Source: an optimization exercise on an open RTL-to-GDS flow (aim: small area). Production flows keep margins and buffers that such runs may drop. The RTL was checked by simulation tests, not by an equivalence proof against the original design. Power figures rest on the tool's default switching activity, not on a simulated workload.

### design/flow/config.mk
export PLATFORM = sky130hd
export DESIGN_NAME = UART
export DESIGN_NICKNAME = UART
export VERILOG_FILES = /design/flow/design.v
export SDC_FILE = /design/flow/constraint.sdc
export NUM_CORES = 4
export LEC_CHECK = 0
export CAP_MARGIN = 20
export CORE_MARGIN = 2
export CORE_UTILIZATION = 40
export SLEW_MARGIN = 20
### design/flow/constraint.sdc
create_clock -name core_clock -period 10.0 [get_ports {clk}]
set_input_delay 2.0000 -clock core_clock [delete_from_list [all_inputs] [get_ports {clk}]]
set_output_delay 2.0000 -clock core_clock [all_outputs]
set_load 0.01 [all_outputs]
### design/flow/design.v
module frame (
    input clk,
    input reset,
    input [7:0] data,
    input tx_en,
    output reg [9:0] frame_out, 
    output reg frame_ready   
);
always @(posedge clk or posedge reset) begin
    if (reset) begin
        frame_out <= 10'b1111111111;
        frame_ready <= 1'b0;
    end
    else if (tx_en) begin
        frame_out <= {1'b1, data, 1'b0};
        frame_ready <= 1'b1;
    end
    else begin
        frame_ready <= 1'b0;
    end
end
endmodule
module baud_counter_TX (
    input clk,
    input reset,
    input frame_ready,
    output reg baud_tick,
    output reg done
);
parameter BAUD_DIV = 10417;
parameter BITS_PER_FRAME = 10;    
reg [13:0] baud_count;
reg [3:0] bit_count;
always @(posedge clk or posedge reset) begin
    if (reset) begin
        baud_count <= 14'b00000000000000;
        baud_tick <= 1'b0;
    end
    else if (frame_ready) begin
        if (baud_count < BAUD_DIV - 1) begin
            baud_count <= baud_count + 1'b1;
            baud_tick <= 1'b0;
        end 
        else begin
            baud_count <= 14'b00000000000000;
            baud_tick <= 1'b1;
        end
    end 
    else begin
        baud_count <= 14'b00000000000000;
        baud_tick <= 1'b0;
    end
end
always @(posedge clk or posedge reset) begin
    if (reset) begin
        bit_count <= 4'b0000;
        done <= 1'b0;
    end 
    else if (frame_ready) begin
        if (baud_tick) begin
            if (bit_count < BITS_PER_FRAME - 2) begin
                bit_count <= bit_count + 1'b1;
                done <= 1'b0;
            end 
            else begin
                bit_count <= 4'b0000;
                done <= 1'b1;
            end
        end
    end 
    else begin
        bit_count <= 4'b0000;
        done <= 1'b0;
    end
end
endmodule
module bit_select (
    input clk,
    input reset,
    input baud_tick,
    input frame_ready,
    output reg [3:0] bit_select
);
always @(posedge clk or posedge reset) begin
    if (reset) begin
        bit_select <= 4'b0000;
    end
    else if (frame_ready) begin
        if (baud_tick) begin
            if (bit_select >= 4'd1 && bit_select <= 4'd8) begin
                bit_select <= bit_select + 1'b1;
            end 
            else if (bit_select == 4'd8) begin
                bit_select <= 4'd1;
            end 
            else begin
                bit_select <= 4'd1;
            end
        end
    end 
    else begin
        bit_select <= 4'b0000;
    end
end
endmodule
module multiplexer (
    input clk,
    input reset,
    input [9:0] frame_data,
    input [3:0] bit_select,
    input frame_ready,
    output reg tx_out,
    output reg busy
);
always @(posedge clk or posedge reset) begin
    if (reset) begin
        tx_out <= 1'b1;    
    end
    else if (frame_ready) begin
        case (bit_select)
            4'b0000: tx_out <= frame_data[0];    
            4'b0001: tx_out <= frame_data[1];    
            4'b0010: tx_out <= frame_data[2];    
            4'b0011: tx_out <= frame_data[3];    
            4'b0100: tx_out <= frame_data[4];    
            4'b0101: tx_out <= frame_data[5];    
            4'b0110: tx_out <= frame_data[6];    
            4'b0111: tx_out <= frame_data[7];    
            4'b1000: tx_out <= frame_data[8];    
            4'b1001: tx_out <= frame_data[9];    
            default: tx_out <= 1'b1;             
        endcase
    end else begin
        tx_out <= 1'b1;    
    end
end
always @(posedge clk or posedge reset) begin
    if (reset) begin
        busy <= 1'b0;
    end else if (frame_ready) begin
        busy <= 1'b1;
    end else begin
        busy <= 1'b0;
    end
end
endmodule
module UART_TX (
    input clk,
    input reset,
    input [7:0] data,
    input tx_en,
    output tx,
    output busy,
    output done
);
wire [9:0] frame_data;
wire frame_ready;
wire baud_tick;
wire [3:0] bit_select;
frame u_frame  (
    .clk(clk),
    .reset(reset),
    .data(data),
    .tx_en(tx_en),
    .frame_out(frame_data),
    .frame_ready(frame_ready)
);
baud_counter_TX u_baud_counter_TX  (
    .clk(clk),
    .reset(reset),
    .frame_ready(frame_ready),
    .baud_tick(baud_tick),
    .done(done)
);
bit_select u_bit_select  (
    .clk(clk),
    .reset(reset),
    .baud_tick(baud_tick),
    .frame_ready(frame_ready),
    .bit_select(bit_select)
);
multiplexer u_multiplexer  (
    .clk(clk),
    .reset(reset),
    .frame_data(frame_data),
    .bit_select(bit_select),
    .frame_ready(frame_ready),
    .tx_out(tx),
    .busy(busy)
);
endmodule
module edge_detector (   
    input clk,
    input reset,
    input rx,
    output reg edge_out
);
    localparam IDLE = 1'b0;
    localparam START = 1'b1; 
    reg cs, ns; 
    always @(posedge clk or posedge reset) begin
        if (reset)
            cs <= IDLE;
        else
            cs <= ns;
    end
    always @(*) begin
        case (cs)
            IDLE: begin
                if (~rx)  
                    ns = START;
                else
                    ns = IDLE;
            end
            START: begin
                if (rx)   
                    ns = IDLE;
                else
                    ns = START;
            end
            default: ns = IDLE;
        endcase
    end
    always @(*) begin
        case (cs)
            IDLE: begin
                edge_out = (~rx) ? 1'b1 : 1'b0;
            end
            START: begin
                edge_out = 1'b0;
            end
            default: edge_out = 1'b0;
        endcase
    end
endmodule
module baud_counter (
    input clk ,
    input reset, 
    input enable,   
    input start_counting ,
    output reg baud_out  
);
    localparam CLK_FREQ = 100_000_000;   
    localparam BAUD_RATE = 9600;         
    localparam COUNTER_MAX = CLK_FREQ / BAUD_RATE;   
    localparam ONE_HALF_BAUD_PERIOD = (COUNTER_MAX * 3) / 2;   
    reg [14:0] counter;
    always @(posedge clk or posedge reset) begin
        if (reset) begin
            counter <= 15'd0;
        end else if (start_counting) begin
            counter <= ONE_HALF_BAUD_PERIOD;   
        end else if (enable && (counter > 0)) begin
            counter <= counter - 1'b1;   
        end else if (enable && (counter == 0)) begin
                counter <= COUNTER_MAX;
        end
    end
    always @(posedge clk or posedge reset) begin
        if (reset)
            baud_out <= 1'b0;
        else
            baud_out <= (counter == 0) && enable;
    end
endmodule
module FSM (
    input clk,     
    input reset,        
    input edge_out,        
    input baud_out,
    input byte_complete,
    input rx,        
    output reg enable_baud,       
    output reg enable_SIPO,   
    output reg start_counting,
    output reg data_valid
);
    localparam  IDLE  = 3'b000,
                START = 3'b001, 
                DATA  = 3'b010,
                STOP  = 3'b011,
                ERR   = 3'b100, 
                DONE  = 3'b101;
    reg [2:0] cs, ns;
    always @ (posedge clk or posedge reset) begin
        if (reset)begin
            cs <= IDLE;
        end else begin
            cs <= ns;
        end
    end
    always @(*) begin
        case (cs)
            IDLE: begin
                if (edge_out)
                    ns = START;
                else
                    ns = IDLE;
            end
            START: begin
                if (baud_out)
                    ns = DATA;
                else
                    ns = START;
            end
            DATA: begin
                if (byte_complete)
                    ns = STOP;
                else
                    ns = DATA;
            end
            STOP: begin
                if (baud_out) begin
                    if (rx == 1'b1)
                        ns = DONE;   
                    else
                        ns = ERR;    
                end else
                    ns = STOP;
            end
            ERR:begin
                ns=ERR;
            end
            DONE:begin
                ns=DONE;
            end
            default: begin
                ns = IDLE;
            end
        endcase
    end
    always @(*) begin
        enable_baud    = 1'b0;
        enable_SIPO    = 1'b0;
        start_counting = 1'b0;
        data_valid     = 1'b0;
        case (cs)
            IDLE: begin
                enable_baud     = 1'b0;
                enable_SIPO     = 1'b0;
                start_counting  = 1'b0;
                data_valid      = 1'b0;
            end
            START: begin
                enable_baud     = 1'b1;
                enable_SIPO     = 1'b0;
                start_counting  = 1'b1;   
                data_valid      = 1'b0;
            end
            DATA: begin
                enable_baud     = 1'b1;
                enable_SIPO     = 1'b1;   
                start_counting  = 1'b0;
                data_valid      = 1'b0;
            end
            STOP: begin
                enable_baud     = 1'b1;
                enable_SIPO     = 1'b0; 
                start_counting  = 1'b0;
                data_valid      = 1'b0;
            end
            ERR: begin
                enable_baud     = 1'b0;
                enable_SIPO     = 1'b0;
                start_counting  = 1'b0;
                data_valid      = 1'b0;   
            end
            DONE: begin
                enable_baud     = 1'b0;
                enable_SIPO     = 1'b0;
                start_counting  = 1'b0;
                data_valid      = 1'b1;   
            end
        endcase
    end    
endmodule
module SIPO_shift_register #(
    parameter WIDTH = 8
)(
    input clk,
    input reset,
    input baud_out,
    input enable_SIPO,
    input rx,
    output reg [WIDTH-1:0] data,
    output reg busy,
    output reg byte_complete
);
    reg [WIDTH-1:0] shift_reg;
    reg [3:0] bit_count;  
    always @(posedge clk or posedge reset) begin
        if (reset) begin
            shift_reg <= {WIDTH{1'b0}};
            bit_count <= 4'd0;
            busy <= 1'b0;
            byte_complete <= 1'b0;
        end 
        else if (enable_SIPO && baud_out) begin
            shift_reg <= {rx, shift_reg[WIDTH-1:1]};
            if (bit_count == 4'd0)
                busy <= 1'b1;
            if (bit_count == WIDTH-1) begin
                bit_count <= 4'd0;
                busy <= 1'b0;
                byte_complete <= 1'b1;   
            end 
            else begin
                bit_count <= bit_count + 1'd1;
            end
        end
    end
    always @(posedge clk or posedge reset) begin
        if (reset) begin
            data <= {WIDTH{1'b0}};
        end else if (enable_SIPO && baud_out && (bit_count == WIDTH-1)) begin
            data <= {rx, shift_reg[WIDTH-1:1]};
        end
    end
endmodule
module UART_RX #(  
    parameter WIDTH = 8
)(
    input clk,
    input reset,
    input rx,
    output [WIDTH-1:0] data,
    output data_valid,
    output busy
);
    wire edge_out;
    wire baud_out;
    wire enable_baud;
    wire enable_SIPO;
    wire start_counting;
    wire byte_complete;
    edge_detector u_edge_detector (
        .clk(clk),
        .reset(reset),
        .rx(rx),
        .edge_out(edge_out)
    );
    baud_counter u_baud_counter (
        .clk(clk),
        .reset(reset),
        .enable(enable_baud),
        .start_counting(start_counting),
        .baud_out(baud_out)
    );
    FSM u_fsm (
        .clk(clk),
        .reset(reset),
        .edge_out(edge_out),
        .baud_out(baud_out),
        .byte_complete(byte_complete),
        .rx(rx),
        .enable_baud(enable_baud),
        .enable_SIPO(enable_SIPO),
        .start_counting(start_counting),
        .data_valid(data_valid)
    );
    SIPO_shift_register #(.WIDTH(WIDTH)) u_SIPO_shift_register  (
        .clk(clk),
        .reset(reset),
        .baud_out(baud_out),
        .enable_SIPO(enable_SIPO),
        .rx(rx),
        .data(data),
        .busy(busy),
        .byte_complete(byte_complete)
    );
endmodule
module UART #(
    parameter WIDTH = 8
)(
    input clk,
    input reset,
    input rx,                     
    output tx,                    
    input [WIDTH-1:0] tx_data,    
    input tx_en,                  
    output tx_busy,               
    output tx_done,               
    output [WIDTH-1:0] rx_data,   
    output rx_data_valid,         
    output rx_busy                
);
UART_TX uart_tx (
    .clk(clk),
    .reset(reset),
    .data(tx_data),
    .tx_en(tx_en),
    .tx(tx),
    .busy(tx_busy),
    .done(tx_done)
);
UART_RX #(.WIDTH(WIDTH)) uart_rx (
    .clk(clk),
    .reset(reset),
    .rx(rx),
    .data(rx_data),
    .data_valid(rx_data_valid),
    .busy(rx_busy)
);
endmodule
### design/flow/run.sh
#!/bin/bash
# synth_recipe.tcl (not shown) runs the flow's synth.tcl, then flattens the netlist and writes it again
# the make line also repeats each setting of config.mk as NAME=value (left out here)
make -C /OpenROAD-flow-scripts/flow DESIGN_CONFIG=/design/flow/config.mk WORK_HOME=/design/flow/orfs CLKGATE_MAP_FILE= SYNTH_SCRIPT=/design/flow/synth_recipe.tcl finish
==> results of run 1 <==
## per-stage QoR
stage / setup WS, ns / utilization / std cells / hold slack (ns)
after floorplan: 6.050 / - / 341 / 0.4325
after global placement: 6.370 / 0.4509 / 482 / 0.4625
after detailed placement: 6.367 / 0.4509 / 482 / 0.4510
after CTS: 5.947 / 0.4778 / 498 / 0.4796
after global routing: 5.790 / 0.4778 / 498 / 0.5002
final: 5.961 / 0.4778 / 498 / 0.4791
## layout make-up
type | count | share of cell area
Multi-Input combinational cell | 234 | 0.4000
Clock inverter | 5 | 0.02426
Sequential cell | 77 | 0.4372
Clock buffer | 11 | 0.03188
Timing Repair Buffer | 25 | 0.05585
Tap cell | 129 | 0.03639
Inverter | 17 | 0.01439
## per-layer routing
layer	global-route usage	vias to the layer above	routed length, um
met5	0	-	0
met4	0.04923	0	98
met3	0.04104	9	278
met2	0.2384	48	3305
met1	0.2163	1333	3529
li1	-	1308	-
## worst max-delay path: cells and delay by family, from the launching register on
family,cells,cell delay (ns)
buf+inv,1,0.54
simple gates,2,0.60
flops,1,0.55
## path summary, 6_finish.rpt
path                                                                  start                                           to  depth (start not counted)
max in group asynchronous                                             reset           uart_tx.u_bit_select.bit_select[2]                          3
worst min-delay path            uart_rx.u_SIPO_shift_register.byte_complete  uart_rx.u_SIPO_shift_register.byte_complete                          1
min in group asynchronous                                             reset      uart_tx.u_baud_counter_TX.baud_count[6]                          3
worst max register to register                          uart_rx.u_fsm.cs[1]   uart_rx.u_SIPO_shift_register.bit_count[3]                          4
worst min register to register  uart_rx.u_SIPO_shift_register.byte_complete  uart_rx.u_SIPO_shift_register.byte_complete                          1
worst max-delay path                                    uart_rx.u_fsm.cs[0]                                rx_data_valid                          3
## power groups by stage
stage | sequential, mW | clock [mW] | combinational (mW)
2_1_floorplan | 0.334 | 0 | 0.0287
3_3_place_gp | 0.337 | 0 | 0.0395
3_5_place_dp | 0.337 | 0 | 0.0404
4_1_cts | 0.331 | 0.299 | 0.0405
5_1_grt | 0.333 | 0.314 | 0.0444
6_report | 0.331 | 0.291 | 0.0395
## kinds of logic (layout without fill, tap and decap cells)
| kind of cell | Yosys count | in the layout |
|---|---|---|
| simple gates | 101 | 101 |
| compound gates | 82 | 82 |
| flops | 77 | 77 |
| buf+inv | 30 | 58 |
| mux | 28 | 28 |
| xor+xnor | 13 | 13 |
| fa+ha+maj | 10 | 10 |
## cell usage after synthesis (2+ instances only)
master / instances / share of area
or3_1: 3 / 0.0049
a2bb2oi_1: 3 / 0.0068
a21oi_1: 12 / 0.016
xor2_1: 5 / 0.011
nand4_1: 8 / 0.013
nand2b_1: 8 / 0.013
inv_1: 17 / 0.017
clkbuf_1: 9 / 0.0088
a21o_1: 3 / 0.0059
mux2_2: 25 / 0.073
o2bb2ai_1: 4 / 0.0091
nand3_1: 12 / 0.016
and2_1: 4 / 0.0065
nor4_1: 5 / 0.0081
o22ai_1: 2 / 0.0033
a221oi_1: 2 / 0.0046
nand2_1: 11 / 0.011
o21ai_2: 2 / 0.0046
xnor2_1: 8 / 0.018
a41oi_1: 4 / 0.0091
nor2_1: 15 / 0.015
and3_1: 3 / 0.0049
nor4_4: 2 / 0.011
a31oi_1: 9 / 0.015
dfstp_2: 10 / 0.068
nor3_1: 8 / 0.010
nand3b_1: 2 / 0.0039
nor3_4: 3 / 0.013
o21ai_0: 16 / 0.021
buf_2: 2 / 0.0026
dfrtp_1: 67 / 0.44
mux2i_1: 3 / 0.0078
a22oi_1: 2 / 0.0039
o31ai_1: 2 / 0.0039
nor2b_1: 6 / 0.0098
ha_1: 10 / 0.033
a211oi_1: 12 / 0.023
==> run summary, run 1 <==
| Quantity | Reported |
| --- | --- |
| Path type of the worst setup path | reg -> out |
| Number of I/O pins | 25 |
| Type of element capturing the critical path | primary output |
| Die width | 102.0 um |
| Share of the synthesized netlist area taken by xor and xnor gates | 0.02965 |
| Share of the synthesized area in compound gates (AO/OA/AOI/OAI) | 0.1512 |
| Average wire per cell in the routed design | 14.48 um |
| Longest individual stage delay on the worst path | 0.55 ns |
| Proportion of power drawn by the clock network | 0.440 |
| Layout overhead on the synthesized area | 15.51% |
| Clk root buf | clkbuf_8 |
| Simple-gate portion of the synthesized area | 0.1675 |
| Register clock-pin slew on the reported worst setup and hold paths | 0.09 ns |
| CTS resizes | 0 |
| Status | no timing/DRC/antenna violations |
| Post-detailed-placement half-perimeter wirelength | 4812 um |
| Die height | 102.0 um |
| IO buf count | 24 |
| Post-layout net count | 386 |
| Proportion of power drawn by combinational gates | 0.060 |
| Global-route usage over all layers | 0.1554 |
| Antenna violations before repair | 0 |
| Int Pwr | 512.9 uW |
| Max-slew violation total from the final report | 0 |
| Top library cells by usage in the layout, fill and taps aside | 67 x dfrtp_1, 25 x mux2_2, 24 x clkdlybuf4s50_1 |
| Sequential cell area | 1939 um2 |
| Mux share of post-synthesis cell area | 0.08113 |
| Req. time, crit path | 8.00 ns |
| Achievable frequency | 247.6 MHz |
| Worst ir drop on vdd | 73.13 uV |
| Number of antenna diodes | 0 |
| Critical path startpoint category | flip-flop |
| Synth warn | 8 |
| Cts-stage hold buffer count | 0 |
| Cell area after synthesis | 3840 um2 |
| Post-route design area | 4436 um2 |
| Post-route DRC violation count | 0 |
| Drt first pass iters | 4 |
| # fillers | 869 |
| RSZ-0062 raised after global routing | no |
| Cell variety after synth | 59 |
| Count of antenna-violating nets left after detailed routing | 0 |
| TritonCTS clock tree | done |
| Total of max-cap violations | 0 |
| Post-layout total power | 661.8 uW |
| Flip-flop count of the largest register after layout | 15 |
| Top fanout value on the critical path | 8 |
| Routed Wire Length | 7212 um |
| Via count of the first global-routing pass | 2653 |
| Die Outline Area | 10400 um2 |
| Via density per instance | 5.418 |
| Type of the worst min-delay path | reg -> reg |
| Critical-path top delay cell | dfrtp_1 |
| Global route overflow | 0 |
| Arrival @ worst endpoint | 2.04 ns |
| Fraction of the yosys area taken by sequential cells | 0.5051 |
| Largest family of logic cells by synthesized area | simple AND/OR/NAND/NOR gates |
| Commonest non-fill, non-tap cell in the layout | dfrtp_1 |
| Post-CTS Setup Bufs | 0 |
| Worst rel slew slack | 0.3697 |
| Number of enable-type register cells in the synthesized netlist | 0 |
| Slew of the pin with the lowest slew margin | 0.9455 ns |
| Final setup skew | 0.01453 ns |
| Count of endpoints failing hold in the final timing report | 0 |
| Post-synthesis async set-or-reset flop share | 1.000 |
| Switching power share of the total | 0.2250 |
| Dpl cell area | 4187 um2 |
| Register containing the most flip-flops in the final layout | uart_rx.u_baud_counter.counter |
| Clock buffers created by TritonCTS | 9 |
| Psw | 148.9 uW |
| Footprint of the multi-input gates | 1774 um2 |
| Routability Congestion | 0.8664 |
| PwrDens | 149.2 nW/um2 |
| Total number of vias | 2698 |
| Seq pwr share | 0.501 |
| Post-route setup TNS | 0 ns |
| Post-Synth Adder-Cell Area | 0.03258 |
| Leakage | 1.858 nW |
| Number of rows created at floorplan | 35 |
| Number of H-tree levels | 3 |
| Global-route wire length before repair | 12700 um |
| Flip-flop and latch count after synthesis | 77 |
| Core region area | 9284 um2 |
| Fin crit share | 0.4039 |
| Starting density of the core | 0.4136 |
| Count of clock tree sinks | 77 |
| Synthesized area divided by synthesized cell count | 11.26 um2 |
| Iteration-0 DRC Markers | 131 |
| Number of nets produced by synthesis | 363 |
| Min cycle time layout | 4.039 ns |
| Flop-to-flop setup slack | 7.88 ns |
| Largest registers | uart_rx.u_baud_counter.counter (15), uart_tx.u_baud_counter_TX.baud_count (14), uart_tx.u_frame.frame_out (9) |
| Number of buffers on the longest clock path | 2 |
| Latest clock arrival within the worst-skew pair | 0.35 ns |
| Largest net degree at the start of global routing | 78 |
| Cell-by-cell trace of the critical path | nor2b_1 > and2_1 > clkdlybuf4s50_1 |
| Top FF cell, synth | dfrtp_1 |
| Cells after synthesis | 341 |
| Proportion of layout cells with a drive suffix above 1 | 0.1816 |
| Total of endpoints with negative setup slack in the final report | 0 |
==> run 2: changes to the inputs <==
==> design/flow/design.v (replaced) <==
module UART_TX (
    input clk,
    input reset,
    input [7:0] data,
    input tx_en,
    output tx,
    output busy,
    output done
);
reg fr, busy_r, txo, tick, sel;
reg [13:0] cnt;
reg [3:0] bs;
wire wrap = cnt[13] & cnt[11] & cnt[7] & cnt[5] & cnt[4];    
wire last = bs[3] & bs[0];                                    
reg [3:0] bs_n;
always @(*) begin
    if (!fr)
        bs_n = 4'd0;
    else if (tick)
        bs_n = last ? 4'd1 : bs + 4'd1;
    else
        bs_n = bs;
end
reg sel_n;
always @(*) begin
    case (bs_n)
        4'd0: sel_n = 1'b0;
        4'd1: sel_n = data[0];
        4'd2: sel_n = data[1];
        4'd3: sel_n = data[2];
        4'd4: sel_n = data[3];
        4'd5: sel_n = data[4];
        4'd6: sel_n = data[5];
        4'd7: sel_n = data[6];
        4'd8: sel_n = data[7];
        default: sel_n = 1'b1;
    endcase
end
always @(posedge clk or posedge reset) begin
    if (reset) begin
        fr     <= 1'b0;
        busy_r <= 1'b0;
        txo    <= 1'b1;
        bs     <= 4'd0;
    end else begin
        fr     <= tx_en;
        busy_r <= fr;
        txo    <= ~fr | sel;
        bs     <= bs_n;
    end
end
always @(posedge clk) begin
    cnt  <= (~fr | wrap) ? 14'd0 : cnt + 14'd1;
    tick <= fr & wrap;
    sel  <= sel_n;
end
assign tx   = txo;
assign busy = busy_r;
assign done = last;
endmodule
module UART_RX (
    input clk,
    input reset,
    input rx,
    output [7:0] data,
    output data_valid,
    output busy
);
localparam IDLE = 4'd15, DONE = 4'd9, ERR = 4'd10;
reg [3:0] st;
reg [13:0] cnt;
reg [7:0] sh;
wire ev  = cnt[13] & cnt[12] & cnt[11] & cnt[10] & cnt[8] & cnt[3] & cnt[1] & cnt[0];   
wire run = ~st[3] | (st == 4'd8);
always @(posedge clk or posedge reset) begin
    if (reset)
        st <= IDLE;
    else if (st == IDLE) begin
        if (~rx) st <= 4'd0;
    end else if (run && ev) begin
        if (st == 4'd8)
            st <= rx ? DONE : ERR;
        else
            st <= st + 4'd1;
    end
end
always @(posedge clk) begin
    if (st == IDLE)
        cnt <= 14'd0;
    else if (ev)
        cnt <= 14'd5211;
    else
        cnt <= cnt + 14'd1;
    if (ev && ~st[3])
        sh <= {rx, sh[7:1]};
end
assign data       = sh;
assign data_valid = (st == DONE);
assign busy       = ~st[3] & (st[2:0] != 3'd0);
endmodule
module UART #(
    parameter WIDTH = 8
)(
    input clk,
    input reset,
    input rx,
    output tx,
    input [WIDTH-1:0] tx_data,
    input tx_en,
    output tx_busy,
    output tx_done,
    output [WIDTH-1:0] rx_data,
    output rx_data_valid,
    output rx_busy
);
UART_TX uart_tx (
    .clk(clk),
    .reset(reset),
    .data(tx_data),
    .tx_en(tx_en),
    .tx(tx),
    .busy(tx_busy),
    .done(tx_done)
);
UART_RX uart_rx (
    .clk(clk),
    .reset(reset),
    .rx(rx),
    .data(rx_data),
    .data_valid(rx_data_valid),
    .busy(rx_busy)
);
endmodule
==> run 2 against run 1 <==
Effect of this change:
- still clean
- first-iteration DRC count is 15% lower
- sequential power is 23% lower
- flip-flop and latch count decreased by 28
- global-route usage down 2.0 points
- combinational power grew 87%
- cell count is 34% lower
- core utilization up 1.7 points
- largest cell class unchanged
==> run summary, run 2 <==
| Quantity | Reported | vs previous |
| --- | --- | --- |
| Clock buffers created by TritonCTS | 5 | -4 |
| Cell variety after synth | 44 | -25% |
| Cell area after synthesis | 2186 um2 | -43% |
| Clk root buf | clkbuf_8 |  |
| Dpl ws | 6.408 ns | +0.04108 ns |
| Commonest non-fill, non-tap cell in the layout | nor2_1 |  |
| Worst hold margin | 0.4372 ns | -0.04183 ns |
| Cts-stage hold buffer count | 0 | unchanged |
| Status | no timing/DRC/antenna violations |  |
| Most numerous cell in the Yosys netlist | nor2_1 |  |
| Type of the worst min-delay path | reg -> reg |  |
| Achievable frequency | 255.9 MHz | +3.3% |
| Mux share of post-synthesis cell area | 0.006869 | -0.07427 |
| Dpl cell area | 2484 um2 | -41% |
| Share of the synthesized area in compound gates (AO/OA/AOI/OAI) | 0.1185 | -0.03270 |
| Worst rel slew slack | 0.6050 | +0.2353 |
| Global-route usage over all layers | 0.1354 | -0.01999 |
| Count of endpoints failing hold in the final timing report | 0 | unchanged |
| Simple-gate portion of the synthesized area | 0.2261 | +0.05862 |
| Number of enable-type register cells in the synthesized netlist | 8 | +8 |
| Die height | 77.93 um | -24% |
| Via count of the first global-routing pass | 1516 | -43% |
| Proportion of layout cells with a drive suffix above 1 | 0.07782 | -0.1038 |
| Critical path startpoint category | flip-flop |  |
| Number of antenna diodes | 0 | unchanged |
| Number of I/O pins | 25 | unchanged |
| Global-route wire length before repair | 6637 um | -48% |
| PwrDens | 173.4 nW/um2 | +16% |
| Die width | 77.93 um | -24% |
| Type of element capturing the critical path | primary output |  |
| Via density per instance | 5.037 | -7.0% |
| Post-CTS Setup Bufs | 0 | unchanged |
| Share of the synthesized netlist area taken by xor and xnor gates | 0.06812 | +0.03847 |
| Total number of vias | 1647 | -39% |
| Routability Congestion | 0.7870 | -9.2% |
| CTS resizes | 0 | unchanged |
| Sequential cell area | 1122 um2 | -42% |
| Instance count after placement with tap cells included | 319 | -34% |
| Leakage | 0.9789 nW | -47% |
| Post-detailed-placement half-perimeter wirelength | 2747 um | -43% |
| Layout overhead on the synthesized area | 17.92% |  |
| Post-layout net count | 274 | -29% |
| Post-route DRC violation count | 0 | unchanged |
| Fin cells | 327 | -34% |
| Cells after synthesis | 231 | -32% |
| Die Outline Area | 6072 um2 | -42% |
| Synthesized area divided by synthesized cell count | 9.463 um2 | -16% |
| Hold Path Cell Cnt | 1 | unchanged |
| Starting density of the core | 0.4200 | +0.006340 |
| TritonCTS clock tree | done |  |
| # fillers | 489 | -44% |
| IO buf count | 24 | unchanged |
| Core region area | 5205 um2 | -44% |
| Count of antenna-violating nets left after detailed routing | 0 | unchanged |
| Latest clock arrival within the worst-skew pair | 0.30 ns | -0.05 ns |
| Count of clock tree sinks | 49 | -36% |
| Fraction of the yosys area taken by sequential cells | 0.5135 | +0.008401 |
| Proportion of power drawn by the clock network | 0.264 | -0.176 |
| Slew of the pin with the lowest slew margin | 0.5903 ns | -0.3552 ns |
| Worst r2r path cells | 3 | -1 |
| Global route overflow | 0 | unchanged |
| Number of rows created at floorplan | 26 | -26% |
| Final setup skew | 0.008455 ns | -0.006073 ns |
| Path type of the worst setup path | reg -> out |  |
| Arrival @ worst endpoint | 1.91 ns | -0.13 ns |
| Leading cell types by total area after synthesis | dfxtp_1 27%, edfxtp_1 11%, dfrtp_1 6.9%, dfstp_2 6.0%, nor2_1 5.7% |  |
| Post-synthesis async set-or-reset flop share | 0.2245 | -0.7755 |
| Top fanout value on the critical path | 4 | -4 |
| Average wire per cell in the routed design | 11.69 um | -19% |
| Synth warn | 2 | -6 |
| Fin crit share | 0.3908 | -0.01305 |
| Post-layout util | 0.4952 | +0.01743 |
| Number of H-tree levels | 2 | -1 |
| Footprint of the multi-input gates | 992.2 um2 | -44% |
| Cell type contributing the most total cell area after synthesis | dfxtp_1 |  |
| Post-route design area | 2577 um2 | -42% |
| Total of endpoints with negative setup slack in the final report | 0 | unchanged |
| Register clock-pin slew on the reported worst setup and hold paths | 0.08 ns | about the same |
| Top FF cell, synth | dfxtp_1 |  |
| Routed Wire Length | 3822 um | -47% |
| Top-area cell type share of the netlist area | 0.2748 | -0.1619 |
| Switching power share of the total | 0.2741 | +0.04908 |
| Iteration-0 DRC Markers | 112 | -15% |
| Largest net degree at the start of global routing | 16 | -79% |
| RSZ-0062 raised after global routing | no |  |
| Cell types with the highest counts after synthesis | 33 x nor2_1, 30 x dfxtp_1, 26 x nand2_1 |  |
| Post-route setup TNS | 0 ns | unchanged |
| Largest family of logic cells by synthesized area | simple AND/OR/NAND/NOR gates |  |
| Worst ir drop on vdd | 80.19 uV | +9.7% |
| Total of max-cap violations | 0 | unchanged |
| Int Pwr | 324.4 uW | -37% |
| Seq pwr share | 0.570 | +0.069 |
| Proportion of power drawn by combinational gates | 0.165 | +0.105 |
| Min cycle time layout | 3.908 ns | -0.1305 ns |
| Max-slew violation total from the final report | 0 | unchanged |
| Antenna violations before repair | 0 | unchanged |
| Psw | 122.5 uW | -18% |
| Largest registers | uart_rx.cnt (14), uart_tx.cnt (14), uart_rx.sh (8) |  |
| Top library cells by usage in the layout, fill and taps aside | 33 x nor2_1, 30 x dfxtp_1, 26 x nand2_1 |  |
| Flip-flop and latch count after synthesis | 49 | -36% |
| Post-layout total power | 446.8 uW | -32% |
| Drt first pass iters | 4 | unchanged |
| Req. time, crit path | 8.00 ns | about the same |
| Number of buffers on the longest clock path | 2 | unchanged |
| Final Worst Setup Slack | 6.092 ns | +0.1305 ns |
| Post-Synth Adder-Cell Area | 0.03434 | +0.001761 |
| Number of nets produced by synthesis | 249 | -31% |
==> run 2: changes by cell type after synthesis, sizes merged, moves of 12 or more <==
cell and delta:
mux2 -24, dfxtp +30, nor2 +18, nand2 +16, a211oi -12, dfrtp -61
==> run 2: power groups by stage <==
stage               combinational (mW)  sequential [mW]  clock, mW
floorplan                       0.0595            0.250          0
global placement                0.0732            0.258          0
detailed placement              0.0747            0.259          0
CTS                             0.0751            0.255      0.123
global route                    0.0855            0.260      0.130
finish                          0.0738            0.255      0.118
==> run 2: kinds of logic after synthesis <==
logic type,Yosys count
muxes,1
and+or+nand+nor,101
AOI/OAI and AO/OA,40
DFF,49
adders and majority gates,6
xor gates and xnor gates,17
buffers and inverters,17
==> run 2: worst paths after layout <==
| path | from | end | slack [ns] |
|---|---|---|---|
| max | uart_rx.st[0] | rx_busy | 6.09 |
| min | uart_tx.sel | uart_tx.txo | 0.44 |
| max reg2reg | uart_rx.cnt[8] | uart_rx.sh[2] | 8.00 |
| min reg2reg | uart_tx.sel | uart_tx.txo | 0.44 |
| max in group asynchronous | reset | uart_rx.st[1] | 7.71 |
| min in group asynchronous | reset | uart_tx.busy_r | 1.98 |
==> run 2: worst max-delay path, stage by stage (launching register included) <==
cell and delay [ns]:
dfstp_2 0.56, inv_1 0.07, ha_1 0.20, nor2b_1 0.16, nor2_1 0.09, clkdlybuf4s50_1 0.53
==> run 2: per-layer routing <==
metal | wire, um | track usage | part of all wire
met2 | 1621 | 0.1983 | 0.42
met1 | 1969 | 0.1871 | 0.52
met3 | 171 | 0.04419 | 0.045
met5 | 0 | 0 | 0
met4 | 59 | 0.04737 | 0.015
==> run 2: final cells by class <==
class                   instances  area share
well taps                      70     0.03398
inverters                      11     0.01602
repair buffers                 24     0.09320
multi-input cells             165      0.3850
clock buffers                   7     0.03350
clock inverters                 1    0.002913
flip-flops and latches         49      0.4354
==> run 3: changes to the inputs <==
==> design/flow/design.v (replaced) <==
module UART_TX (
    input clk,
    input reset,
    input [7:0] data,
    input tx_en,
    output tx,
    output busy,
    output done
);
localparam [13:0] START = 14'd15191, LAST = 14'd8157, LAST_MASK = 14'd8149;
localparam [13:0] POL = 14'b01010101010101;
localparam [3:0] Q0 = 4'd8, Q9 = 4'd9;
reg fr, busy_r, txo, done_r, sel;
reg [13:0] cnt;
reg [3:0] q;
wire wrap = ((cnt ^ LAST ^ POL) & LAST_MASK) == 14'd0;
reg [3:0] q_inc;
always @(*) begin
    case (q)
        4'd8: q_inc = 4'd0;
        4'd0: q_inc = 4'd1;
        4'd1: q_inc = 4'd3;
        4'd3: q_inc = 4'd2;
        4'd2: q_inc = 4'd6;
        4'd6: q_inc = 4'd7;
        4'd7: q_inc = 4'd5;
        4'd5: q_inc = 4'd4;
        4'd4: q_inc = 4'd9;
        4'd9: q_inc = 4'd0;
        default: q_inc = 4'bxxxx;
    endcase
end
reg sel_n;
always @(*) begin
    case (q)
        4'd8: sel_n = 0;
        4'd0: sel_n = data[0];
        4'd1: sel_n = data[1];
        4'd3: sel_n = data[2];
        4'd2: sel_n = data[3];
        4'd6: sel_n = data[4];
        4'd7: sel_n = data[5];
        4'd5: sel_n = data[6];
        4'd4: sel_n = data[7];
        4'd9: sel_n = 1;
        default: sel_n = 1'bx;
    endcase
end
always @(posedge clk or posedge reset) begin
    if (reset) begin
        fr     <= 1'b0;
        busy_r <= 1'b0;
        txo    <= 1'b1;
        done_r <= 1'b0;
    end else begin
        fr     <= tx_en;
        busy_r <= fr;
        txo    <= ~fr | sel;
        done_r <= fr & (q == Q9);
    end
end
always @(posedge clk) begin
    cnt <= (~fr | wrap) ? START ^ POL : {~cnt[12:0], cnt[13] ^ cnt[12] ^ POL[0]};
    q   <= (tx_en & fr) ? (wrap ? q_inc : q) : Q0;
    sel <= sel_n;
end
assign tx   = txo;
assign busy = busy_r;
assign done = done_r;
endmodule
module UART_RX (
    input clk,
    input reset,
    input rx,
    output [7:0] data,
    output data_valid,
    output busy
);
localparam [13:0] SB = 14'd7529, S0 = 14'd7531, END = 14'd9252, END_MASK = 14'd6139;
localparam [13:0] POL = 14'b01010101010101;
localparam [3:0] IDLE = 4'd12,
           HALF = 4'd13,
           R0 = 4'd0,
           R1 = 4'd1,
           R2 = 4'd2,
           R3 = 4'd3,
           R4 = 4'd4,
           R5 = 4'd5,
           R6 = 4'd6,
           R7 = 4'd7,
           BIT8 = 4'd8,
           DONE = 4'd10,
           ERR = 4'd9;
reg [3:0] st;      
reg [13:0] cnt;
reg [7:0] sh;
wire ev = ((cnt ^ END ^ POL) & END_MASK) == 14'd0;
reg shift, busy_n;
always @(*) begin
    case (st)
        R0, R1, R2, R3, R4, R5, R6, R7: shift = 1'b1;
        default: shift = 1'b0;
    endcase
    case (st)
        R1, R2, R3, R4, R5, R6, R7: busy_n = 1'b1;
        default: busy_n = 1'b0;
    endcase
end
always @(posedge clk or posedge reset) begin
    if (reset)
        st <= IDLE;
    else begin
        case (st)
            IDLE: if (~rx) st <= HALF;
            HALF: if (ev) st <= R0;
            R0: if (ev) st <= R1;
            R1: if (ev) st <= R2;
            R2: if (ev) st <= R3;
            R3: if (ev) st <= R4;
            R4: if (ev) st <= R5;
            R5: if (ev) st <= R6;
            R6: if (ev) st <= R7;
            R7: if (ev) st <= BIT8;
            BIT8: if (ev) st <= rx ? DONE : ERR;
            default: ;
        endcase
    end
end
always @(posedge clk) begin
    if (st == IDLE)
        cnt <= S0 ^ POL;
    else if (ev)
        cnt <= SB ^ POL;
    else
        cnt <= {~cnt[12:0], cnt[13] ^ cnt[12] ^ POL[0]};
    if (ev && shift)
        sh <= {rx, sh[7:1]};
end
assign data       = sh;
assign data_valid = (st == DONE);
assign busy       = busy_n;
endmodule
module UART #(
    parameter WIDTH = 8
)(
    input clk,
    input reset,
    input rx,
    output tx,
    input [WIDTH-1:0] tx_data,
    input tx_en,
    output tx_busy,
    output tx_done,
    output [WIDTH-1:0] rx_data,
    output rx_data_valid,
    output rx_busy
);
UART_TX uart_tx (
    .clk(clk),
    .reset(reset),
    .data(tx_data),
    .tx_en(tx_en),
    .tx(tx),
    .busy(tx_busy),
    .done(tx_done)
);
UART_RX uart_rx (
    .clk(clk),
    .reset(reset),
    .rx(rx),
    .data(rx_data),
    .data_valid(rx_data_valid),
    .busy(rx_busy)
);
endmodule
==> run 3 against run 2 <==
Effect of this change:
- synthesized cell count shrank 32%
- non-clock buffer count stayed put
- register-to-register slack better by 0.32 ns
- maximum frequency up 5.3%
- sequential power fell by 19%
- combinational power decreased by 85%
- critical path depth down 2
- clock power rose by 12%
- core utilization increased by 2.2 points
- cell area decreased by 18%
- largest cell class unchanged
- worst setup slack better by 0.20 ns
- critical endpoint is now rx_data_valid
- clock skew barely moved
==> run summary, run 3 <==
| Quantity | Reported | vs previous |
| --- | --- | --- |
| IO buf count | 24 | unchanged |
| Fraction of the yosys area taken by sequential cells | 0.6403 | +0.1269 |
| Min-Delay Startpoint | uart_rx.cnt[2] |  |
| Antenna violations before repair | 0 | unchanged |
| Family of cells with the greatest summed delay on the critical path | flip-flops |  |
| Count of endpoints failing hold in the final timing report | 0 | unchanged |
| Commonest non-fill, non-tap cell in the layout | dfxtp_1 |  |
| Path type of the worst setup path | reg -> out |  |
| Number of I/O pins | 25 | unchanged |
| Crit path launch | uart_rx.st[3] |  |
| Number of enable-type register cells in the synthesized netlist | 8 | unchanged |
| Type of element capturing the critical path | primary output |  |
| Top library cells by usage in the layout, fill and taps aside | 33 x dfxtp_1, 24 x clkdlybuf4s50_1, 23 x nor2_1 |  |
| Drt first pass iters | 4 | unchanged |
| Post-synthesis async set-or-reset flop share | 0.1633 | -0.06122 |
| Clk root buf | clkbuf_8 |  |
| Proportion of power drawn by the clock network | 0.376 | +0.112 |
| Leading cell types by total area after synthesis | dfxtp_1 38%, edfxtp_1 14%, dfrtp_1 7.3%, nor2_1 5.0%, dfstp_2 4.6% |  |
| Largest net degree at the start of global routing | 15 | -1 |
| Fin cells | 233 | -29% |
| Via count of the first global-routing pass | 1107 | -27% |
| Most numerous cell in the Yosys netlist | dfxtp_1 |  |
| Largest registers | uart_rx.cnt (14), uart_tx.cnt (14), uart_rx.sh (8) |  |
| Worst ir drop on vdd | 70.59 uV | -12% |
| Max-slew violation total from the final report | 0 | unchanged |
| Type of the worst min-delay path | reg -> reg |  |
| Top fanout value on the critical path | 13 | +9 |
| Req. time, crit path | 8.00 ns | about the same |
| Cell types with the highest counts after synthesis | 33 x dfxtp_1, 23 x nor2_1, 21 x nand2_1 |  |
| Critical path startpoint category | flip-flop |  |
| Post-layout util | 0.5168 | +0.02165 |
| TritonCTS clock tree | done |  |
| Post-route DRC violation count | 0 | unchanged |
| Post-route setup TNS | 0 ns | unchanged |
| Total of endpoints with negative setup slack in the final report | 0 | unchanged |
| Longest individual stage delay on the worst path | 0.64 ns | +0.08 ns |
| Post-detailed-placement half-perimeter wirelength | 2027 um | -26% |
| Routed Wire Length | 2733 um | -28% |
| Global-route wire length before repair | 4802 um | -28% |
| Die Outline Area | 4855 um2 | -20% |
| Total number of vias | 1167 | -29% |
| Arrival @ worst endpoint | 1.71 ns | -0.20 ns |
| Die height | 69.68 um | -11% |
| Latest clock arrival within the worst-skew pair | 0.29 ns | about the same |
| Post-layout net count | 194 | -29% |
| Instance count after placement with tap cells included | 225 | -29% |
| Critical-path top delay cell | dfstp_2 |  |
| Register clock-pin slew on the reported worst setup and hold paths | 0.08 ns | about the same |
| Global-route usage over all layers | 0.1244 | -0.01094 |
| Flip-flop and latch count after synthesis | 49 | unchanged |
| RSZ-0062 raised after global routing | no |  |
| Cell variety after synth | 35 | -20% |
| Number of H-tree levels | 2 | unchanged |
| Cell type contributing the most total cell area after synthesis | dfxtp_1 |  |
| Cts-stage hold buffer count | 0 | unchanged |
| Via density per instance | 5.009 | -0.56% |
| Proportion of layout cells with a drive suffix above 1 | 0.08743 | +0.009611 |
| Top FF cell, synth | dfxtp_1 |  |
| Total of max-cap violations | 0 | unchanged |
| Number of nets produced by synthesis | 169 | -32% |
| Die width | 69.68 um | -11% |
| Worst rel slew slack | 0.5874 | -0.01754 |
| Synthesized area divided by synthesized cell count | 10.99 um2 | +16% |
| Starting density of the core | 0.4222 | +0.002277 |
| Status | no timing/DRC/antenna violations |  |
| Cell area after synthesis | 1725 um2 | -21% |
| Proportion of power drawn by combinational gates | 0.033 | -0.132 |
| Number of rows created at floorplan | 23 | -12% |
| Switching power share of the total | 0.1855 | -0.08852 |
| Core region area | 4086 um2 | -21% |
| Top-area cell type share of the netlist area | 0.3829 | +0.1081 |
| Int Pwr | 285.3 uW | -12% |
| Cells after synthesis | 157 | -32% |
| Final setup skew | 0.008494 ns | +0.00003855 ns |
| CTS resizes | 0 | unchanged |
| Average wire per cell in the routed design | 11.73 um | +0.36% |
| Slew of the pin with the lowest slew margin | 0.6166 ns | +0.02622 ns |
| Combined buffer and inverter count along the critical path | 1 | -1 |
| Layout overhead on the synthesized area | 22.41% |  |
| Count of clock tree sinks | 49 | unchanged |
| Leakage | 0.8534 nW | -13% |
| Fin crit share | 0.3711 | -0.01973 |
| Routability Congestion | 0.8459 | +7.5% |
| Psw | 64.99 uW | -47% |
| Min cycle time layout | 3.711 ns | -0.1973 ns |
| Clock buffers created by TritonCTS | 5 | unchanged |
| Crit Reg-Reg Startpoint | uart_rx.cnt[9] |  |
| Achievable frequency | 269.5 MHz | +5.3% |
| Count of antenna-violating nets left after detailed routing | 0 | unchanged |
| Post-layout total power | 350.3 uW | -22% |
| Number of antenna diodes | 0 | unchanged |
| PwrDens | 165.9 nW/um2 | -4.3% |
| Number of buffers on the longest clock path | 2 | unchanged |
| Post-CTS Setup Bufs | 0 | unchanged |
| Iteration-0 DRC Markers | 103 | -8.0% |
| Seq pwr share | 0.592 | +0.022 |
| Synth warn | 2 | unchanged |
| Global route overflow | 0 | unchanged |
| Cell-by-cell trace of the critical path | nand2_1 > nor3_1 > clkdlybuf4s50_1 |  |
[run 3: changes by cell type in the layout (fill, tap and decap cells not counted), moves of 5 or more]
cell     delta
xnor2_1     -9
ha_1        -6
xor2_1      -6
nor2_1     -10
nand2_1     -5
nand3_1     -5
nand4_1     -5
inv_1       -8
a21oi_1     -6
[run 3: path summary, 6_finish.rpt]
path                             endpoint  slack, ns  cells after the start
max reg2reg                 uart_rx.sh[0]       8.32                      3
min                        uart_rx.cnt[3]       0.37                      1
max in group asynchronous     uart_tx.txo       7.75                      2
max                         rx_data_valid       6.29                      3
min in group asynchronous   uart_rx.st[1]       1.95                      2
min reg2reg                uart_rx.cnt[3]       0.37                      1
[run 3: area by class of cell]
class	count	area, um2
timing repair buffer	24	240.2
inverter	3	11.26
clock inverter	2	33.78
fill	357	1974
sequential	49	1105
clock buffer	6	72.57
multi-input combinational	99	586.8
tap	50	62.56
[run 3: logic make-up (layout without fill, tap and decap cells)]
kind of cell,after synthesis,after routing,share of synthesized area
mux,5,5,0.03118
flops,49,49,0.6403
compound gates,20,20,0.07035
buf+inv,9,35,0.01958
xor+xnor,2,2,0.01015
simple gates,72,72,0.2284
[run 3: power groups by stage]
stage / clock network (mW) / logic [mW] / registers [mW]
floorplan: 0 / 0.00570 / 0.211
global placement: 0 / 0.0115 / 0.212
detailed placement: 0 / 0.0117 / 0.212
CTS: 0.135 / 0.0117 / 0.207
global route: 0.144 / 0.0128 / 0.208
finish: 0.132 / 0.0114 / 0.207
[run 3: metal layers]
layer  wire [um]  global-route usage  up-vias  part of all wire
met5           0                   0        -                 0
met4          49             0.05769        0             0.018
met3         182             0.04797        5             0.067
met2        1166              0.1870       40              0.43
met1        1334              0.1582      539              0.49
li1            -                   -      583                 -
[run 3: per-stage QoR]
| step | cell area (um2) | setup slack (ns) | hold WS, ns |
|---|---|---|---|
| finish | 2112 | 6.289 | 0.3703 |
| global route | 2112 | 6.185 | 0.3955 |
| CTS | 2112 | 6.271 | 0.3697 |
| detailed placement | 2006 | 6.600 | 0.3505 |
| global placement | 2006 | 6.625 | 0.3458 |
| floorplan | 1725 | 6.875 | 0.3434 |
==> run 4: changes to the inputs <==
--- a/design/flow/config.mk
+++ b/design/flow/config.mk
@@ -10,2 +10,4 @@
 export CORE_UTILIZATION = 40
+export CTS_CLUSTER_DIAMETER = 500
+export CTS_CLUSTER_SIZE = 50
 export SLEW_MARGIN = 20
==> run 4 against run 3 <==
Effect of this change:
- still clean
- critical path depth unchanged
- clock skew unchanged
- maximum frequency is the same
- critical endpoint unchanged
==> run summary, run 4 <==
| Quantity | Reported | vs previous |
| --- | --- | --- |
| Status | no timing/DRC/antenna violations |  |
| Count of antenna-violating nets left after detailed routing | 0 | unchanged |
| PwrDens | 165.9 nW/um2 | unchanged |
| Starting density of the core | 0.4222 | unchanged |
| Final setup skew | 0.008494 ns | unchanged |
| Post-layout net count | 194 | unchanged |
| Die Outline Area | 4855 um2 | unchanged |
| Post-synthesis async set-or-reset flop share | 0.1633 | unchanged |
| Most numerous cell in the Yosys netlist | dfxtp_1 |  |
| Cts-stage hold buffer count | 0 | unchanged |
| Cell area after synthesis | 1725 um2 | unchanged |
| Worst hold margin | 0.3703 ns | unchanged |
| Post-route DRC violation count | 0 | unchanged |
| Post-layout total power | 350.3 uW | unchanged |
| Routed Wire Length | 2733 um | unchanged |
| Count of clock tree sinks | 49 | unchanged |
| Register clock-pin slew on the reported worst setup and hold paths | 0.08 ns | about the same |
| Largest net degree at the start of global routing | 15 | unchanged |
| Count of endpoints failing hold in the final timing report | 0 | unchanged |
| Cell-by-cell trace of the critical path | nand2_1 > nor3_1 > clkdlybuf4s50_1 |  |
| Largest registers | uart_rx.cnt (14), uart_tx.cnt (14), uart_rx.sh (8) |  |
| Max-slew violation total from the final report | 0 | unchanged |
| Top fanout value on the critical path | 13 | unchanged |
| Post-detailed-placement half-perimeter wirelength | 2027 um | unchanged |
| Achievable frequency | 269.5 MHz | unchanged |
| Leakage | 0.8534 nW | unchanged |
| Via count of the first global-routing pass | 1107 | unchanged |
| Leading cell types by total area after synthesis | dfxtp_1 38%, edfxtp_1 14%, dfrtp_1 7.3%, nor2_1 5.0%, dfstp_2 4.6% |  |
| Layout overhead on the synthesized area | 22.41% | unchanged |
| Core region area | 4086 um2 | unchanged |
| Min cycle time layout | 3.711 ns | unchanged |
| Post-route setup TNS | 0 ns | unchanged |
| Die width | 69.68 um | unchanged |
| RSZ-0062 raised after global routing | no |  |
| CTS resizes | 0 | unchanged |
| Number of H-tree levels | 2 | unchanged |
| Proportion of power drawn by the clock network | 0.376 | about the same |
| Number of nets produced by synthesis | 169 | unchanged |
| Global route overflow | 0 | unchanged |
| Global-route usage over all layers | 0.1244 | unchanged |
| Top FF cell, synth | dfxtp_1 |  |
| Switching power share of the total | 0.1855 | unchanged |
| Antenna violations before repair | 0 | unchanged |
| Synth warn | 2 | unchanged |
| Top library cells by usage in the layout, fill and taps aside | 33 x dfxtp_1, 24 x clkdlybuf4s50_1, 23 x nor2_1 |  |
| Iteration-0 DRC Markers | 103 | unchanged |
| IO buf count | 24 | unchanged |
| Req. time, crit path | 8.00 ns | about the same |
| Fraction of the yosys area taken by sequential cells | 0.6403 | unchanged |
| Global-route wire length before repair | 4802 um | unchanged |
| Number of enable-type register cells in the synthesized netlist | 8 | unchanged |
| Clock buffers created by TritonCTS | 5 | unchanged |
| TritonCTS clock tree | done |  |
| Number of antenna diodes | 0 | unchanged |
| Die height | 69.68 um | unchanged |
| Critical path startpoint category | flip-flop |  |
| Routability Congestion | 0.8459 | unchanged |
| Synthesized area divided by synthesized cell count | 10.99 um2 | unchanged |
| Via density per instance | 5.009 | unchanged |
| Proportion of power drawn by combinational gates | 0.033 | about the same |
| Combined buffer and inverter count along the critical path | 1 | unchanged |
| Number of I/O pins | 25 | unchanged |
| Cell types with the highest counts after synthesis | 33 x dfxtp_1, 23 x nor2_1, 21 x nand2_1 |  |
| Average wire per cell in the routed design | 11.73 um | unchanged |
| Arrival @ worst endpoint | 1.71 ns | about the same |
| Drt first pass iters | 4 | unchanged |
| Fin crit share | 0.3711 | unchanged |
| Type of the worst min-delay path | reg -> reg |  |
| Total of max-cap violations | 0 | unchanged |
| Path type of the worst setup path | reg -> out |  |
| Critical-path top delay cell | dfstp_2 |  |
| Proportion of layout cells with a drive suffix above 1 | 0.08743 | unchanged |
| Family of cells with the greatest summed delay on the critical path | flip-flops |  |
| Seq pwr share | 0.592 | about the same |
| Worst rel slew slack | 0.5874 | unchanged |
| Int Pwr | 285.3 uW | unchanged |
| Flip-flop and latch count after synthesis | 49 | unchanged |
| Post-CTS Setup Bufs | 0 | unchanged |
| Number of rows created at floorplan | 23 | unchanged |
| Cells after synthesis | 157 | unchanged |
| Longest individual stage delay on the worst path | 0.64 ns | about the same |
| Worst ir drop on vdd | 70.59 uV | unchanged |
| Type of element capturing the critical path | primary output |  |
| Top-area cell type share of the netlist area | 0.3829 | unchanged |
| Cell type contributing the most total cell area after synthesis | dfxtp_1 |  |
| Total of endpoints with negative setup slack in the final report | 0 | unchanged |
| Commonest non-fill, non-tap cell in the layout | dfxtp_1 |  |
| Slew of the pin with the lowest slew margin | 0.6166 ns | unchanged |
| Number of buffers on the longest clock path | 2 | unchanged |
| Psw | 64.99 uW | unchanged |
| Cell variety after synth | 35 | unchanged |
| Clk root buf | clkbuf_8 |  |
| Latest clock arrival within the worst-skew pair | 0.29 ns | about the same |
| Total number of vias | 1167 | unchanged |
[run 4: cell counts in the layout (fill, tap and decap cells not counted)]
Identical to the previous run, type by type.
[run 4: worst paths after layout]
| path | startpoint | to | slack [ns] | cells past startpoint |
|---|---|---|---|---|
| max reg2reg | uart_rx.cnt[9] | uart_rx.sh[0] | 8.32 | 3 |
| max | uart_rx.st[3] | rx_data_valid | 6.29 | 3 |
| min reg2reg | uart_rx.cnt[2] | uart_rx.cnt[3] | 0.37 | 1 |
| min | uart_rx.cnt[2] | uart_rx.cnt[3] | 0.37 | 1 |
| max in group asynchronous | reset | uart_tx.txo | 7.75 | 2 |
| min in group asynchronous | reset | uart_rx.st[1] | 1.95 | 2 |
[run 4: kinds of logic (layout without fill, tap and decap cells)]
| family | Yosys count | count (layout) | synth area share |
|---|---|---|---|
| xor+xnor | 2 | 2 | 0.01015 |
| buf+inv | 9 | 35 | 0.01958 |
| mux | 5 | 5 | 0.03118 |
| simple gates | 72 | 72 | 0.2284 |
| compound gates | 20 | 20 | 0.07035 |
| flops | 49 | 49 | 0.6403 |
[run 4: power groups by stage]
stage,logic (mW),registers (mW),clock network [mW]
after CTS,0.0117,0.207,0.135
final,0.0114,0.207,0.132
after detailed placement,0.0117,0.212,0
after floorplan,0.00570,0.211,0
after global placement,0.0115,0.212,0
after global routing,0.0128,0.208,0.144
[run 4: metrics by stage]
step                      worst slack, ns  utilization  cells  area [um2]
after floorplan                     6.875            -    157        1725
after CTS                           6.271       0.5168    233        2112
after detailed placement            6.600       0.4908    225        2006
after global placement              6.625       0.4908    225        2006
final                               6.289       0.5168    233        2112
after global routing                6.185       0.5168    233        2112
[run 4: final cells by class]
| type | instances | area, um2 |
|---|---|---|
| fillers | 357 | 1974 |
| flip-flops and latches | 49 | 1105 |
| multi-input cells | 99 | 586.8 |
| repair buffers | 24 | 240.2 |
| clock buffers | 6 | 72.57 |
| well taps | 50 | 62.56 |
| clock inverters | 2 | 33.78 |
| inverters | 3 | 11.26 |
[run 4: per-layer routing]
| layer | routed length (um) | part of all wire | global-route usage |
|---|---|---|---|
| met2 | 1166 | 0.43 | 0.1870 |
| met4 | 49 | 0.018 | 0.05769 |
| met3 | 182 | 0.067 | 0.04797 |
| met1 | 1334 | 0.49 | 0.1582 |
| met5 | 0 | 0 | 0 |
==> run 5: changes to the inputs <==
--- a/design/flow/config.mk
+++ b/design/flow/config.mk
@@ -10,2 +10,3 @@
 export CORE_UTILIZATION = 40
+export CTS_BUF_LIST = sky130_fd_sc_hd__clkbuf_16
 export CTS_CLUSTER_DIAMETER = 500
==> run 5 against run 4 <==
Effect of this change:
- count of clock-buffer cells in the layout shrank 1
- still clean
- flip-flop and latch count is the same
- area after synthesis is the same
- worst setup slack gained 0.012 ns
- clock skew shrank 0.0029 ns
- hold slack lost 0.0052 ns
- cell count is the same
- cell area grew 2.7%
- maximum frequency grew 0.31%
- critical path depth is the same
- sequential power is essentially flat
- sequential share of layout area shrank 1.4 points
==> run summary, run 5 <==
| Quantity | Reported | vs previous |
| --- | --- | --- |
| Status | no timing/DRC/antenna violations |  |
| Endpoint of the worst register-to-register path | uart_rx.sh[0] |  |
| Number of I/O pins | 25 | unchanged |
| Sink of the worst hold path | uart_rx.cnt[3] |  |
| Final setup skew | 0.005546 ns | -0.002948 ns |
| Top-area cell type share of the netlist area | 0.3829 | unchanged |
| Crit Reg-Reg Startpoint | uart_rx.cnt[9] |  |
| Post-layout total power | 398.6 uW | +14% |
| Type of the worst min-delay path | reg -> reg |  |
| Hold Path Cell Cnt | 1 | unchanged |
| Worst ir drop on vdd | 78.31 uV | +11% |
| Proportion of layout cells with a drive suffix above 1 | 0.08743 | unchanged |
| Global route overflow | 0 | unchanged |
| Number of buffers on the longest clock path | 2 | unchanged |
| Starting density of the core | 0.4222 | unchanged |
| Count of clock tree sinks | 49 | unchanged |
| Global-route wire length before repair | 4774 um | -0.58% |
| Int Pwr | 327.8 uW | +15% |
| Cell variety after synth | 35 | unchanged |
| # fillers | 353 | -1.1% |
| Proportion of power drawn by combinational gates | 0.029 | -0.004 |
| Number of nets produced by synthesis | 169 | unchanged |
| Clk root buf | clkbuf_16 |  |
| Path type of the worst setup path | reg -> out |  |
| Critical path startpoint category | flip-flop |  |
| Average wire per cell in the routed design | 11.84 um | +0.95% |
| CTS resizes | 0 | unchanged |
| Latest clock arrival within the worst-skew pair | 0.28 ns | about the same |
| Via count of the first global-routing pass | 1104 | -0.27% |
| Total number of vias | 1176 | +0.77% |
| Dpl ws | 6.600 ns | unchanged |
| Antenna violations before repair | 0 | unchanged |
| Routed Wire Length | 2759 um | +0.95% |
| Top library cells by usage in the layout, fill and taps aside | 33 x dfxtp_1, 24 x clkdlybuf4s50_1, 23 x nor2_1 |  |
| Cell types with the highest counts after synthesis | 33 x dfxtp_1, 23 x nor2_1, 21 x nand2_1 |  |
| Post-detailed-placement half-perimeter wirelength | 2027 um | unchanged |
| Max-slew violation total from the final report | 0 | unchanged |
| Switching power share of the total | 0.1775 | -0.007994 |
| Critical path depth | 3 | unchanged |
| TritonCTS clock tree | done |  |
| Top FF cell, synth | dfxtp_1 |  |
| Slew of the pin with the lowest slew margin | 0.6086 ns | -0.008004 ns |
| Achievable frequency | 270.3 MHz | +0.31% |
| Commonest non-fill, non-tap cell in the layout | dfxtp_1 |  |
| Total of endpoints with negative setup slack in the final report | 0 | unchanged |
| Layout overhead on the synthesized area | 25.67% |  |
| IO buf count | 24 | unchanged |
| Leakage | 0.8832 nW | +3.5% |
| Die width | 69.68 um | unchanged |
| Synth warn | 2 | unchanged |
| Number of enable-type register cells in the synthesized netlist | 8 | unchanged |
| Register clock-pin slew on the reported worst setup and hold paths | 0.06 ns | -0.02 ns |
| Psw | 70.76 uW | +8.9% |
| Combined buffer and inverter count along the critical path | 1 | unchanged |
| Worst rel slew slack | 0.5928 | +0.005355 |
| Leading cell types by total area after synthesis | dfxtp_1 38%, edfxtp_1 14%, dfrtp_1 7.3%, nor2_1 5.0%, dfstp_2 4.6% |  |
| Routability Congestion | 0.8459 | unchanged |
| Req. time, crit path | 8.00 ns | about the same |
| Fraction of the yosys area taken by sequential cells | 0.6403 | unchanged |
| Synthesized area divided by synthesized cell count | 10.99 um2 | unchanged |
| Via density per instance | 5.047 | +0.77% |
| Total of max-cap violations | 0 | unchanged |
| Drt first pass iters | 4 | unchanged |
| Iteration-0 DRC Markers | 101 | -1.9% |
| Cell area after synthesis | 1725 um2 | unchanged |
| Seq pwr share | 0.521 | -0.071 |
| Flop-to-flop setup slack | 8.33 ns | about the same |
| Fin crit share | 0.3699 | -0.001165 |
| Die Outline Area | 4855 um2 | unchanged |
| Post-route DRC violation count | 0 | unchanged |
| Type of element capturing the critical path | primary output |  |
| Critical-path top delay cell | dfstp_2 |  |
| Min-Delay Startpoint | uart_rx.cnt[2] |  |
| PwrDens | 183.8 nW/um2 | +11% |
| Arrival @ worst endpoint | 1.70 ns | about the same |
| Post-synthesis async set-or-reset flop share | 0.1633 | unchanged |
| Clock buffers created by TritonCTS | 5 | unchanged |
| Most numerous cell in the Yosys netlist | dfxtp_1 |  |
| Proportion of power drawn by the clock network | 0.451 | +0.075 |
| Cell type contributing the most total cell area after synthesis | dfxtp_1 |  |
| Longest individual stage delay on the worst path | 0.63 ns | about the same |
| Number of antenna diodes | 0 | unchanged |
| Largest net degree at the start of global routing | 15 | unchanged |
| Cts-stage hold buffer count | 0 | unchanged |
| Post-CTS Setup Bufs | 0 | unchanged |
| Die height | 69.68 um | unchanged |
| Family of cells with the greatest summed delay on the critical path | flip-flops |  |
| Post-route setup TNS | 0 ns | unchanged |
| Number of rows created at floorplan | 23 | unchanged |
| Number of H-tree levels | 2 | unchanged |
| Global-route usage over all layers | 0.1268 | +0.002413 |
| Post-layout net count | 194 | unchanged |
| Top fanout value on the critical path | 13 | unchanged |
| Count of endpoints failing hold in the final timing report | 0 | unchanged |
| Largest registers | uart_rx.cnt (14), uart_tx.cnt (14), uart_rx.sh (8) |  |
| Worst r2r path cells | 3 | unchanged |
| RSZ-0062 raised after global routing | no |  |
| Final Worst Setup Slack | 6.301 ns | +0.01165 ns |
| Flip-flop and latch count after synthesis | 49 | unchanged |
| Cells after synthesis | 157 | unchanged |
| Cell-by-cell trace of the critical path | nand2_1 > nor3_1 > clkdlybuf4s50_1 |  |
| Count of antenna-violating nets left after detailed routing | 0 | unchanged |
| Min cycle time layout | 3.699 ns | -0.01165 ns |
| Core region area | 4086 um2 | unchanged |
-- run 5: changes by cell type in the layout (fill, tap and decap cells not counted), sizes merged --
cell,delta
clkbuf,-1
inv,+1
-- run 5: worst max-delay path by stage --
stage	start	slack (ns)	end
6_report	uart_rx.st[3]	6.30	rx_data_valid
5_1_grt	uart_rx.st[3]	6.21	rx_data_valid
4_1_cts	uart_rx.st[3]	6.29	rx_data_valid
3_5_place_dp	uart_rx.st[3]	6.60	rx_data_valid
3_3_place_gp	uart_rx.st[3]	6.62	rx_data_valid
2_1_floorplan	uart_rx.st[3]	6.88	rx_data_valid
-- run 5: power by group through the flow --
stage / Clock (mW) / Combinational (mW) / Sequential [mW]
final: 0.180 / 0.0114 / 0.208
after floorplan: 0 / 0.00570 / 0.211
after detailed placement: 0 / 0.0117 / 0.212
after global routing: 0.191 / 0.0128 / 0.208
after global placement: 0 / 0.0115 / 0.212
after CTS: 0.185 / 0.0117 / 0.208
-- run 5: area by class of cell --
cell class / count / area [um2] / share of cell area
clock buffers: 5 / 125.1 / 0.05770
clock inverters: 3 / 37.54 / 0.01731
inverters: 3 / 11.26 / 0.005193
flip-flops and latches: 49 / 1105 / 0.5095
well taps: 50 / 62.56 / 0.02885
multi-input cells: 99 / 586.8 / 0.2706
repair buffers: 24 / 240.2 / 0.1108
-- run 5: kinds of logic (layout without fill, tap and decap cells) --
family          Yosys count  after routing  share of synthesized area
compound gates           20             20                    0.07035
mux                       5              5                    0.03118
simple gates             72             72                     0.2284
buf+inv                   9             35                    0.01958
flops                    49             49                     0.6403
xor+xnor                  2              2                    0.01015
-- run 5: through the flow --
stage                     area [um2]  hold slack (ns)  utilization  std cells
final                           2168           0.3651       0.5306        233
after global routing            2168           0.3958       0.5306        233
after CTS                       2168           0.3649       0.5306        233
after detailed placement        2006           0.3505       0.4908        225
after global placement          2006           0.3458       0.4908        225
after floorplan                 1725           0.3434            -        157
-- run 5: per-layer routing --
metal	vias up	wire length (um)	global-route usage
met5	-	0	0
met2	35	1225	0.1870
li1	582	-	-
met3	5	151	0.05233
met4	0	79	0.07692
met1	554	1303	0.1543

-- separate check: timing with driven ports --
No port has a modelled driver above. Below, the same layouts with a new extraction and two added sets of constraints. Step 1 assumes that a clkbuf_16 drives the clock port and a buf_2 every other input. Step 2, shift: input delay + t, output delay - t, t = (earliest + latest rising clock arrival at the registers) / 2. This alone moves slack from input paths to output paths. a / b / c = ideal ports / drivers / drivers and shift; a / b = the first two.
run | t (ns) | setup WS [ns] | hold slack, ns
run 1 | 0.378 | 5.961 / 5.930 / 6.308 | 0.479 / 0.479 / 0.479
run 2 | 0.321 | 6.092 / 6.066 / 6.386 | 0.437 / 0.437 / 0.437
run 3 | 0.312 | 6.289 / 6.263 / 6.576 | 0.370 / 0.370 / 0.370
run 4 | 0.312 | 6.289 / 6.263 / 6.576 | 0.370 / 0.370 / 0.370
run 5 | 0.313 | 6.301 / 6.269 / 6.582 | 0.365 / 0.365 / 0.365
After both steps every run listed still meets setup and hold.
